Context: an optimization exercise on an open-source flow, tuned for small area, a short achievable clock period and few clock cycles. The choices shown serve that exercise and are no tape-out recipe. Where RTL was checked, it was by simulation tests only, not by an equivalence proof against the original.

== job 6881 ==
Design fir_single_chan, start of the top module:
module fir_single_chan (
  input clk,
  input rst,
  output logic [15:0] data_addr_rd_o,
  output logic [15:0] data_addr_wr_o,
  input  logic [15:0] data_din_i,
  output logic [15:0] data_dout_o,
  output logic        data_we_o,
  output logic        done_intr
);
Size in the first run: roughly 1300 cells after synthesis, about 320 flip-flops, about 68 I/O pins, ~0.014 mm² of cells after synthesis.
==> flow/config.mk <==
export PLATFORM = sky130hd
export DESIGN_NAME = fir_single_chan
export DESIGN_NICKNAME = fir_single_chan
export VERILOG_FILES = /design/flow/design.v
export SDC_FILE = /design/flow/constraint.sdc
export NUM_CORES = 4
export LEC_CHECK = 0
export CAP_MARGIN = 20
export CORE_MARGIN = 2
export CORE_UTILIZATION = 40
export CTS_BUF_LIST = sky130_fd_sc_hd__clkbuf_8
export CTS_CLUSTER_DIAMETER = 80
export CTS_CLUSTER_SIZE = 16
export GPL_TIMING_DRIVEN = 1
export PLACE_DENSITY = 0.6
export SETUP_SLACK_MARGIN = 3.2
export SLEW_MARGIN = 20
==> flow/constraint.sdc <==
create_clock -name core_clock -period 5.5 [get_ports {clk}]
set_input_delay 1.1000 -clock core_clock [delete_from_list [all_inputs] [get_ports {clk}]]
set_output_delay 1.1000 -clock core_clock [all_outputs]
set_load 0.01 [all_outputs]
standard.sh (not shown) runs the stock make flow with config.mk's settings and CLKGATE_MAP_FILE= SYNTH_SCRIPT=/design/flow/synth_recipe.tcl, a recipe that flattens the netlist after the stock synthesis.
==> flow/flow/run.sh <==
#!/bin/bash
# Own layout flow: the standard ORFS flow (standard.sh, standard synthesis), with the
# ports buffered by plain buffers instead of the delay cells buffer_ports picks by default,
# and sizing not held to the cells' footprints. Each tool's output goes to a log here.
set -uo pipefail
bash standard.sh \
  'BUFFER_PORTS_ARGS=-buffer_cell sky130_fd_sc_hd__buf_4' \
  MATCH_CELL_FOOTPRINT=0 \
  finish > flow_make.log 2>&1
status=$?
cp -r orfs/logs flow_logs 2>/dev/null || true
exit $status
Relative to job 6881, the following input files were edited for job 5879:
Settings: clearing GPL_TIMING_DRIVEN, which used to be 1.
==> comparison <==
- In terms of total wire length, job 5879 and job 6881 differ only marginally.
- Comparing job 5879 against job 6881, there is no change at all in number of antenna violations at the first check in global routing.
- There was hardly any difference in post-route worst setup slack between job 5879 and job 6881.
- Delta (job 5879 minus job 6881): utilization after layout has remained practically unchanged; number of flops mapped to enable cells by yosys has remained practically unchanged; fraction of met3 tracks used by global routing has remained practically unchanged; starting utilization of the core area has remained practically unchanged; post-route clock skew has remained practically unchanged.
- Any difference in worst slew margin relative to its limit between job 5879 and job 6881 is small enough to ignore.
### job 5879 -> job 3379
Settings: changing CTS_CLUSTER_DIAMETER from 80 to 100; changing CTS_BUF_LIST from sky130_fd_sc_hd__clkbuf_8 to sky130_fd_sc_hd__clkbuf_16; changing SETUP_SLACK_MARGIN from 3.2 to 3.4; changing CTS_CLUSTER_SIZE from 16 to 22.
Findings:
In job 3379, number of nets in the layout is higher than in job 5879.
Setup slack: job 3379 more than job 5879
Detail-routed net length per standard cell ends up higher on job 3379.
Area growth from synthesis to layout, job 5879 and job 3379, lower one = job 5879.
The run showing the greater number of buffer and inverter instances along the worst setup path is job 3379.
Core utilization: job 3379 higher than job 5879
In job 3379 the final cycle utilization of the critical path turned out 1.2 points lower than in job 5879.
Maximum frequency on job 3379 is up relative to job 5879.
Relative to job 3379, the following input files were edited for job 4814:
Settings: SETUP_SLACK_MARGIN now 3.2, was 3.4.
[summary]
Core utilization ends up lower on job 4814. Job 4814 ends up with a total number of nets in the final design that is about 4% lower than in job 3379. Job 4814 vs. job 3379: count of buffers added by post-CTS timing repair for setup went down 58, weighted congestion reported at the end of routability-driven placement went down about 5.5%, largest net degree at the start of global routing held. Compared to job 3379, the routing of job 4814 uses less wire. Job 4814 does better than job 3379 on post-route cell area.
Modified inputs, job 3253 compared to job 4814
==> flow/flow/run.sh <==
#!/bin/bash
# Own layout flow: the standard ORFS flow (standard.sh, standard synthesis), with the
# ports buffered by plain buffers (buf_2 on inputs, buf_4 on outputs) instead of the delay
# cells buffer_ports picks by default, and sizing not held to the cells' footprints.
# Each tool's output goes to a log here.
set -uo pipefail
here=$(pwd)
bash standard.sh \
  "PRE_GLOBAL_PLACE_TCL=$here/flow/pre_gpl.tcl" \
  'BUFFER_PORTS_ARGS=-outputs -buffer_cell sky130_fd_sc_hd__buf_4' \
  MATCH_CELL_FOOTPRINT=0 \
  finish > flow_make.log 2>&1
status=$?
cp -r orfs/logs flow_logs 2>/dev/null || true
exit $status
==> flow/flow/pre_gpl.tcl (new file) <==
# Buffer the input ports with small buffers before the standard buffer_ports call,
# which BUFFER_PORTS_ARGS limits to the outputs.
buffer_ports -inputs -buffer_cell sky130_fd_sc_hd__buf_2
[summary]
Going from job 4814 to job 3253, worst setup slack after placement increased 0.018 ns; time the final worst path needs with I/O delays and setup went up by 0.027 ns.
Diff job 4814 -> job 3253: non-filler instance count after layout went down; via count of the first global-routing pass went up.
Compared with job 4814, job 3253 has less setup slack.
Job 3253: wire length of the first global-routing pass 880 µm above job 4814
As far as number of antenna violations at the first check in global routing goes, job 3253 and job 4814 are indistinguishable; the numbers are identical.
No functional check of the RTL was part of any run of this note.

* * *

Another version of the RTL of fir_single_chan (not shown whole).
Size: roughly 1300 cells after synthesis, roughly 320 flip-flops, about 14000 sq um of cells after synthesis.
Settings: LEC_CHECK=0, CAP_MARGIN=20, CORE_MARGIN=2, CORE_UTILIZATION=60, CTS_BUF_LIST=sky130_fd_sc_hd__clkbuf_16, CTS_CLUSTER_DIAMETER=100, CTS_CLUSTER_SIZE=22, PLACE_DENSITY=0.75, SETUP_SLACK_MARGIN=3.2, SLEW_MARGIN=20; clock period 5.5 ns.
==> flow/flow/run.sh <==
#!/bin/bash
# Own layout flow: the standard ORFS flow (standard.sh, standard synthesis), with the
# ports buffered by plain buffers instead of the delay cells buffer_ports picks by default,
# and sizing not held to the cells' footprints. Each tool's output goes to a log here.
set -uo pipefail
bash standard.sh \
  'BUFFER_PORTS_ARGS=-buffer_cell sky130_fd_sc_hd__buf_4' \
  MATCH_CELL_FOOTPRINT=0 \
  finish > flow_make.log 2>&1
status=$?
cp -r orfs/logs flow_logs 2>/dev/null || true
exit $status
The starting point produced a clean layout.
Testbench counts at the start, summed over its fixed seeds: cycles 262,200.
==> next run, changes <==
--- a/flow/config.mk
+++ b/flow/config.mk
@@ -9,7 +9,4 @@
 export CORE_MARGIN = 2
-export CORE_UTILIZATION = 60
-export CTS_BUF_LIST = sky130_fd_sc_hd__clkbuf_16
-export CTS_CLUSTER_DIAMETER = 100
-export CTS_CLUSTER_SIZE = 22
-export PLACE_DENSITY = 0.75
+export CORE_UTILIZATION = 40
+export PLACE_DENSITY = 0.6
 export SETUP_SLACK_MARGIN = 3.2
Outcome: Core utilization is lower by 21 points; routed wire length goes up by about 2%; synthesized area stays the same; cell area climbs by 5.3%; hold slack degrades by 4.8 ps; cell count is higher by about 10%.
==> next run, changes <==
--- a/flow/config.mk
+++ b/flow/config.mk
@@ -10,2 +10,5 @@
 export CORE_UTILIZATION = 40
+export CTS_BUF_LIST = sky130_fd_sc_hd__clkbuf_16
+export CTS_CLUSTER_DIAMETER = 120
+export CTS_CLUSTER_SIZE = 30
 export PLACE_DENSITY = 0.6
Outcome: Synthesized cell count is unchanged; final area fell by 4.1%; non-clock buffer count rose by 4; maximum frequency fell by 1.6%.
==> next run, changes <==
--- a/flow/config.mk
+++ b/flow/config.mk
@@ -10,7 +10,4 @@
 export CORE_UTILIZATION = 40
-export CTS_BUF_LIST = sky130_fd_sc_hd__clkbuf_16
-export CTS_CLUSTER_DIAMETER = 120
-export CTS_CLUSTER_SIZE = 30
 export PLACE_DENSITY = 0.6
-export SETUP_SLACK_MARGIN = 3.2
+export SETUP_SLACK_MARGIN = 3.0
 export SLEW_MARGIN = 20
=> Wire length came out higher slightly; synthesized area stays the same; global-route usage came out higher by 0.39 points; utilization came out higher by 1.2 points; worst setup slack degrades by 160 ps; clock skew stays flat; final area came out higher by a few percent.

* * *

Setup of JK:
fir_single_chan again, from the RTL that the note above started with.
export LEC_CHECK = 0
export CAP_MARGIN = 20
export CORE_MARGIN = 2
export CORE_UTILIZATION = 40
export CTS_BUF_LIST = sky130_fd_sc_hd__clkbuf_16
export CTS_CLUSTER_DIAMETER = 100
export CTS_CLUSTER_SIZE = 22
export PLACE_DENSITY = 0.6
export SETUP_SLACK_MARGIN = 3.5
export SLEW_MARGIN = 20
export TNS_END_PERCENT = 0
create_clock -name core_clock -period 5.5 [get_ports {clk}]
Scripts as last shown in full above: flow/flow/run.sh
Testbench counts of JK, summed over its fixed seeds: cycles 262,200.
### JK -> MS
- changing SETUP_SLACK_MARGIN from 3.5 to 3.3
Results
Cell area after layout was lower in the run labelled MS. JK → MS: length of routed wiring on met1 saw a decrease; hold slack saw little to no change; share of cell area taken by multi-input logic gates saw little to no change; share of the clock period used by the worst path saw little to no change. [compare] base=JK new=MS: via count of the first global-routing pass decreased by 30 relative to the old numbers, detailed route wirelength on metal3 decreased by 4.6% relative to the old numbers.
Relative to MS, the following input files were edited for AL:
- SETUP_SLACK_MARGIN changed from 3.3 to 3.2
- TNS_END_PERCENT removed (was 0)
[summary]
MS vs AL, end of the critical path: cs_r180 vs data_addr_rd_o[4]
In terms of detailed-route wire length, MS and AL differ only marginally.
When the final numbers for AL and MS were put side by side, the sequential share of layout area turned out to be smaller in AL.
AL vs MS — post-detailed-placement half-perimeter wirelength dropped slightly
Between AL and MS, the number of instances in the synthesized netlist figures differ only marginally.
Relative to MS, AL degrades time the final worst path needs with I/O delays and setup.
Reported for AL and MS, number of cells after detailed placement turned out identical to the last digit.
No stage failed in AL, and the final checks on the layout all came back clean.
For the count of instances resized after the clock tree is built, AL came in 26% higher than MS did.

* * *

Setup of the previous run:
Another version of the RTL of fir_single_chan (not shown whole).
Size: roughly 1300 cells after synthesis, about 68 I/O pins, roughly 0.014 mm2 of cells after synthesis.
Settings: LEC_CHECK=0, CAP_MARGIN=20, CORE_MARGIN=2, CORE_UTILIZATION=40, CTS_BUF_LIST=sky130_fd_sc_hd__clkbuf_16, CTS_CLUSTER_DIAMETER=100, CTS_CLUSTER_SIZE=22, PLACE_DENSITY=0.6, SETUP_SLACK_MARGIN=3.5, SLEW_MARGIN=20, TNS_END_PERCENT=0; clock period 5.5 ns.
Scripts as last shown in full above: flow/flow/run.sh
Input changes introduced in the current run (baseline for comparison: the previous run):
--- a/flow/config.mk
+++ b/flow/config.mk
@@ -15 +15 @@
-export SETUP_SLACK_MARGIN = 3.5
+export SETUP_SLACK_MARGIN = 3.3
@@ -17 +16,0 @@
-export TNS_END_PERCENT = 0
Results
Taking the previous run as the reference, in the current run total of cells resized after clock tree synthesis higher, count of TritonRoute iterations in the first routing pass lower, final critical delay including setup and external delays lower, setup slack higher. Of the current run and the previous run, the current run shows the higher met2 demand-to-capacity share in global routing, with the previous run below it.
No run of this note included a check of the RTL's function; only the layout flow was run.

* * *

Setup of P:
Another version of the RTL of fir_single_chan (not shown whole).
Size: about 320 flip-flops, roughly 13000 um^2 of cells after synthesis.
export LEC_CHECK = 0
export CAP_MARGIN = 10
export CORE_MARGIN = 2
export CORE_UTILIZATION = 40
export CTS_BUF_LIST = sky130_fd_sc_hd__clkbuf_8
export CTS_CLUSTER_DIAMETER = 80
export CTS_CLUSTER_SIZE = 16
export PLACE_DENSITY = 0.6
export SETUP_SLACK_MARGIN = 3.2
export SLEW_MARGIN = 10
create_clock -name core_clock -period 5.5 [get_ports {clk}]
==> flow/flow/run.sh <==
#!/bin/bash
# Own layout flow: the standard ORFS flow (standard.sh, standard synthesis), with the
# ports buffered by plain buffers instead of the delay cells buffer_ports picks by default,
# and sizing not held to the cells' footprints. Each tool's output goes to a log here.
set -uo pipefail
bash standard.sh \
  'BUFFER_PORTS_ARGS=-buffer_cell sky130_fd_sc_hd__buf_2' \
  MATCH_CELL_FOOTPRINT=0 \
  finish > flow_make.log 2>&1
status=$?
cp -r orfs/logs flow_logs 2>/dev/null || true
exit $status
Testbench counts of P, summed over its fixed seeds: cycles 262,196.
Relative to P, the following input files were edited for Q:
- SETUP_SLACK_MARGIN changed from 3.2 to 3.3
- CAP_MARGIN changed from 10 to 20
- SLEW_MARGIN changed from 10 to 20
==> summary.txt <==
The wire length of the first global-routing pass reported for Q is greater than that of P by 860 um. Delta (Q minus P): area occupied by registers has increased, cell area after layout rose by 3.2%.

* * *

## rev 12
fir_single_chan, a different RTL version from the one above (not shown whole).
Size: about 1300 cells after synthesis.
export LEC_CHECK = 0
export CAP_MARGIN = 20
export CORE_MARGIN = 2
export CORE_UTILIZATION = 40
export PLACE_DENSITY = 0.6
export SETUP_SLACK_MARGIN = 3.3
export SLEW_MARGIN = 20
create_clock -name core_clock -period 5.5 [get_ports {clk}]
==> flow/flow/run.sh <==
#!/bin/bash
# Own layout flow: the standard ORFS flow (standard.sh, standard synthesis), with the
# ports buffered by plain buffers instead of the delay cells buffer_ports picks by default,
# and sizing not held to the cells' footprints. Each tool's output goes to a log here.
set -uo pipefail
bash standard.sh \
  'BUFFER_PORTS_ARGS=-buffer_cell sky130_fd_sc_hd__buf_4' \
  MATCH_CELL_FOOTPRINT=0 \
  finish > flow_make.log 2>&1
status=$?
cp -r orfs/logs flow_logs 2>/dev/null || true
exit $status
> inputs changed (rev 12 -> rev 13)
- SETUP_SLACK_MARGIN no longer set, was 3.3
--- outcome ---
Layout buffering overhead excluding clock cells | rev 13 below rev 12. Number of resized instances in the post-cts repair step, rev 13 and rev 12: smaller value in rev 13. | first-pass GRT wire length | rev 13 vs rev 12 | 1400 um lower |. The setup slack of rev 13 is smaller than that of rev 12.
No functional check of the RTL was part of any run of this note.

* * *

v54:
Another version of the RTL of fir_single_chan (not shown whole).
Size in the first run: ~1100 cells after synthesis, about 320 flip-flops, about 68 I/O pins.
==> flow/design.v (excerpt) <==
module fir_single_chan (
  input clk,
  input rst,
  output logic [15:0] data_addr_rd_o,
  output logic [15:0] data_addr_wr_o,
  input  logic [15:0] data_din_i,
  output logic [15:0] data_dout_o,
  output logic        data_we_o,
  output logic        done_intr
);
logic [15:0] x1, x2, x3;
logic [18:0] va, vb;
logic [18:0] v[0:4];
logic [19:0] pa, pb;
logic [18:0] pc;
logic vt_s1, vt_c1;
assign vt_s1 = data_din_i[1] ^ x1[0];
assign vt_c1 = data_din_i[1] & x1[0];
logic vt_s2, vt_c2;
assign vt_s2 = data_din_i[2] ^ x1[1] ^ x2[1];
assign vt_c2 = (data_din_i[2] & x1[1]) | (data_din_i[2] & x2[1]) | (x1[1] & x2[1]);
logic vt_s3, vt_c3;
assign vt_s3 = data_din_i[3] ^ x1[2] ^ x2[2];
assign vt_c3 = (data_din_i[3] & x1[2]) | (data_din_i[3] & x2[2]) | (x1[2] & x2[2]);
logic vt_s4, vt_c4;
assign vt_s4 = data_din_i[4] ^ x1[3] ^ x2[3];
assign vt_c4 = (data_din_i[4] & x1[3]) | (data_din_i[4] & x2[3]) | (x1[3] & x2[3]);
logic vt_s5, vt_c5;
assign vt_s5 = data_din_i[5] ^ x1[4] ^ x2[4];
assign vt_c5 = (data_din_i[5] & x1[4]) | (data_din_i[5] & x2[4]) | (x1[4] & x2[4]);
logic vt_s6, vt_c6;
assign vt_s6 = data_din_i[6] ^ x1[5] ^ x2[5];
assign vt_c6 = (data_din_i[6] & x1[5]) | (data_din_i[6] & x2[5]) | (x1[5] & x2[5]);
logic vt_s7, vt_c7;
assign vt_s7 = data_din_i[7] ^ x1[6] ^ x2[6];
assign vt_c7 = (data_din_i[7] & x1[6]) | (data_din_i[7] & x2[6]) | (x1[6] & x2[6]);
logic vt_s8, vt_c8;
assign vt_s8 = data_din_i[8] ^ x1[7] ^ x2[7];
assign vt_c8 = (data_din_i[8] & x1[7]) | (data_din_i[8] & x2[7]) | (x1[7] & x2[7]);
logic vt_s9, vt_c9;
assign vt_s9 = data_din_i[9] ^ x1[8] ^ x2[8];
assign vt_c9 = (data_din_i[9] & x1[8]) | (data_din_i[9] & x2[8]) | (x1[8] & x2[8]);
  ...
clock: 5.5 ns
lec_check: 0
cap_margin: 20
core_margin: 2
core_utilization: 40
cts_buf_list: sky130_fd_sc_hd__clkbuf_16
cts_cluster_diameter: 100
cts_cluster_size: 22
place_density: 0.6
setup_slack_margin: 3.2
slew_margin: 20
==> flow/flow/run.sh <==
#!/bin/bash
# Own layout flow: the standard ORFS flow (standard.sh, standard synthesis), with the
# ports buffered by plain buffers instead of the delay cells buffer_ports picks by default,
# and sizing not held to the cells' footprints. Each tool's output goes to a log here.
set -uo pipefail
bash standard.sh \
  'BUFFER_PORTS_ARGS=-buffer_cell sky130_fd_sc_hd__buf_2' \
  MATCH_CELL_FOOTPRINT=0 \
  finish > flow_make.log 2>&1
status=$?
cp -r orfs/logs flow_logs 2>/dev/null || true
exit $status
Every stage of the flow completed for v54, and the final layout passed the timing, DRC and antenna checks.
Testbench counts of v54, summed over its fixed seeds: cycles 262,196.
### v54 -> v31
Settings: swapping 3.2 for 3.5 in SETUP_SLACK_MARGIN.
diff --git a/flow/flow/run.sh b/flow/flow/run.sh
--- a/flow/flow/run.sh
+++ b/flow/flow/run.sh
@@ -7 +7 @@
-  'BUFFER_PORTS_ARGS=-buffer_cell sky130_fd_sc_hd__buf_2' \
+  'BUFFER_PORTS_ARGS=-buffer_cell sky130_fd_sc_hd__buf_4' \
From v54 to v31 the numbers moved as follows: global routing usage on met1 now sits higher, top achievable clock speed picked up an extra 0.79%, data required time of the critical path shows no meaningful change. Final cell area: v31 above v54. On v31: core utilization is 5.5 points higher than what v54 gave. The higher worst-case clock skew of v31 and v54 is in v54. v31 improves on v54 in setup slack.
Setup changes, v31 to v49
Settings: CTS_BUF_LIST now sky130_fd_sc_hd__clkbuf_8, was sky130_fd_sc_hd__clkbuf_16; CTS_CLUSTER_DIAMETER now 80, was 100; SETUP_SLACK_MARGIN now 3.2, was 3.5; CTS_CLUSTER_SIZE now 16, was 22.
==> flow/flow/run.sh <==
#!/bin/bash
# Own layout flow: the standard ORFS flow (standard.sh, standard synthesis), with the
# ports buffered by plain buffers (buf_1 on inputs, buf_2 on outputs) instead of the delay
# cells buffer_ports picks by default, and sizing not held to the cells' footprints.
# Each tool's output goes to a log here.
set -uo pipefail
here=$(pwd)
bash standard.sh \
  "PRE_GLOBAL_PLACE_TCL=$here/flow/pre_gpl.tcl" \
  'BUFFER_PORTS_ARGS=-outputs -buffer_cell sky130_fd_sc_hd__buf_2' \
  MATCH_CELL_FOOTPRINT=0 \
  finish > flow_make.log 2>&1
status=$?
cp -r orfs/logs flow_logs 2>/dev/null || true
exit $status
==> flow/flow/pre_gpl.tcl (new file) <==
# Buffer the input ports with small buffers before the standard buffer_ports call,
# which BUFFER_PORTS_ARGS limits to the outputs.
buffer_ports -inputs -buffer_cell sky130_fd_sc_hd__buf_1
Results
- Comparing v49 and v31, the lower clock period minus final worst setup slack is on v31.
- The worst hold slack was comparable across v49 and v31.
- v49 ends up with a cell area that is 13% lower than in v31.
- v31 ended up with more cell instances than v49 did.
- The faster design of the two is v31; v49 tops out lower.
Input-level comparison between v43 and v49:
Settings: changing CTS_BUF_LIST from sky130_fd_sc_hd__clkbuf_8 to sky130_fd_sc_hd__clkbuf_16; changing CTS_CLUSTER_SIZE from 16 to 22; changing CTS_CLUSTER_DIAMETER from 80 to 100.
==> flow/flow/run.sh <==
#!/bin/bash
# Own layout flow: the standard ORFS flow (standard.sh, standard synthesis), with the
# ports buffered by plain buffers instead of the delay cells buffer_ports picks by default,
# and sizing not held to the cells' footprints. Each tool's output goes to a log here.
set -uo pipefail
bash standard.sh \
  'BUFFER_PORTS_ARGS=-buffer_cell sky130_fd_sc_hd__buf_4' \
  MATCH_CELL_FOOTPRINT=0 \
  finish > flow_make.log 2>&1
status=$?
cp -r orfs/logs flow_logs 2>/dev/null || true
exit $status
removed: flow/flow/pre_gpl.tcl
### Flow results
Number of unique standard cell types used by synthesis came out exactly the same in v49 and v43.
The average vias per placed instance on v49 is in line with that on v43.
Area growth from synthesis to layout in v43 vs v49: up 4.1 points
Here is what was changed in the inputs of v7 compared with v43.
Settings: a change of CTS_BUF_LIST from sky130_fd_sc_hd__clkbuf_16 to sky130_fd_sc_hd__clkbuf_8; a change of CTS_CLUSTER_DIAMETER from 100 to 80; a change of CTS_CLUSTER_SIZE from 22 to 16.
diff --git a/flow/flow/run.sh b/flow/flow/run.sh
--- a/flow/flow/run.sh
+++ b/flow/flow/run.sh
@@ -7 +7 @@
-  'BUFFER_PORTS_ARGS=-buffer_cell sky130_fd_sc_hd__buf_4' \
+  'BUFFER_PORTS_ARGS=-buffer_cell sky130_fd_sc_hd__buf_2' \
[summary]
Delta(routed length on met3, v7 - v43) < 0
| relative area change from synthesis to final layout | higher: v43 |
Between v43 and v7, the difference in combined global-route utilization of all metal layers is negligible.
Compared with v43, v7 shows length of routed wiring on met1 that has gone up by a few percent.

-- afterwards: timing with drivers on the ports --
Ports are ideal in the flow. The routed layouts listed here were re-timed in OpenROAD.
Step 1 assumes that a clkbuf_16 drives the clock port and a buf_2 every other input.
Step 2 adds t to the input delays and takes it off the output delays; t is the mean of the earliest and latest rising clock arrival at the registers after step 1. Input paths then give back, and output paths get back, about the clock's delay inside the block.
Slacks: ideal / step 1 / step 2; pairs: ideal / step 1.
| run | t, ns | setup WS [ns] | cell pins on the clock port's net |
|---|---|---|---|
| job 6881 | 0.599 | 3.193 / 3.193 / 3.193 | 1 |
| job 5879 | 0.599 | 3.193 / 3.193 / 3.193 | 1 |
| job 3379 | 0.554 | 3.258 / 3.258 / 3.258 | 1 |
| job 4814 | 0.555 | 3.184 / 3.184 / 3.184 | 1 |
| job 3253 | 0.552 | 3.157 / 3.157 / 3.157 | 1 |
| the first run of note 2 | 0.544 | 3.215 / 3.215 / 3.215 | 1 |
| the second run of note 2 | 0.545 | 3.233 / 3.188 / 3.233 | 1 |
| the third run of note 2 | 0.544 | 3.197 / 3.197 / 3.197 | 1 |
| the fourth run of note 2 | 0.559 | 3.041 / 3.041 / 3.041 | 1 |
| JK | 0.550 | 3.249 / 3.249 / 3.249 | 1 |
| MS | 0.550 | 3.255 / 3.219 / 3.255 | 1 |
| AL | 0.550 | 3.225 / 3.175 / 3.238 | 1 |
| the previous run | 0.551 | 3.067 / 3.067 / 3.067 | 1 |
| the current run | 0.548 | 3.119 / 3.119 / 3.119 | 1 |
| P | 0.597 | 3.283 / 3.238 / 3.144 | 1 |
| Q | 0.592 | 3.292 / 3.292 / 3.085 | 1 |
| rev 12 | 0.553 | 2.802 / 2.802 / 2.802 | 1 |
| rev 13 | 0.565 | 2.647 / 2.647 / 2.647 | 1 |
| v54 | 0.552 | 3.257 / 3.225 / 3.116 | 1 |
| v31 | 0.544 | 3.275 / 3.275 / 3.119 | 1 |
| v49 | 0.585 | 3.245 / 3.221 / 3.184 | 1 |
| v43 | 0.542 | 3.237 / 3.232 / 3.128 | 1 |
| v7 | 0.583 | 3.277 / 3.238 / 3.112 | 1 |
After both steps every run listed still meets setup and hold. The setup slack of Q, which loses most, moves by 0.000 ns with the drivers and by -0.207 ns with both steps.
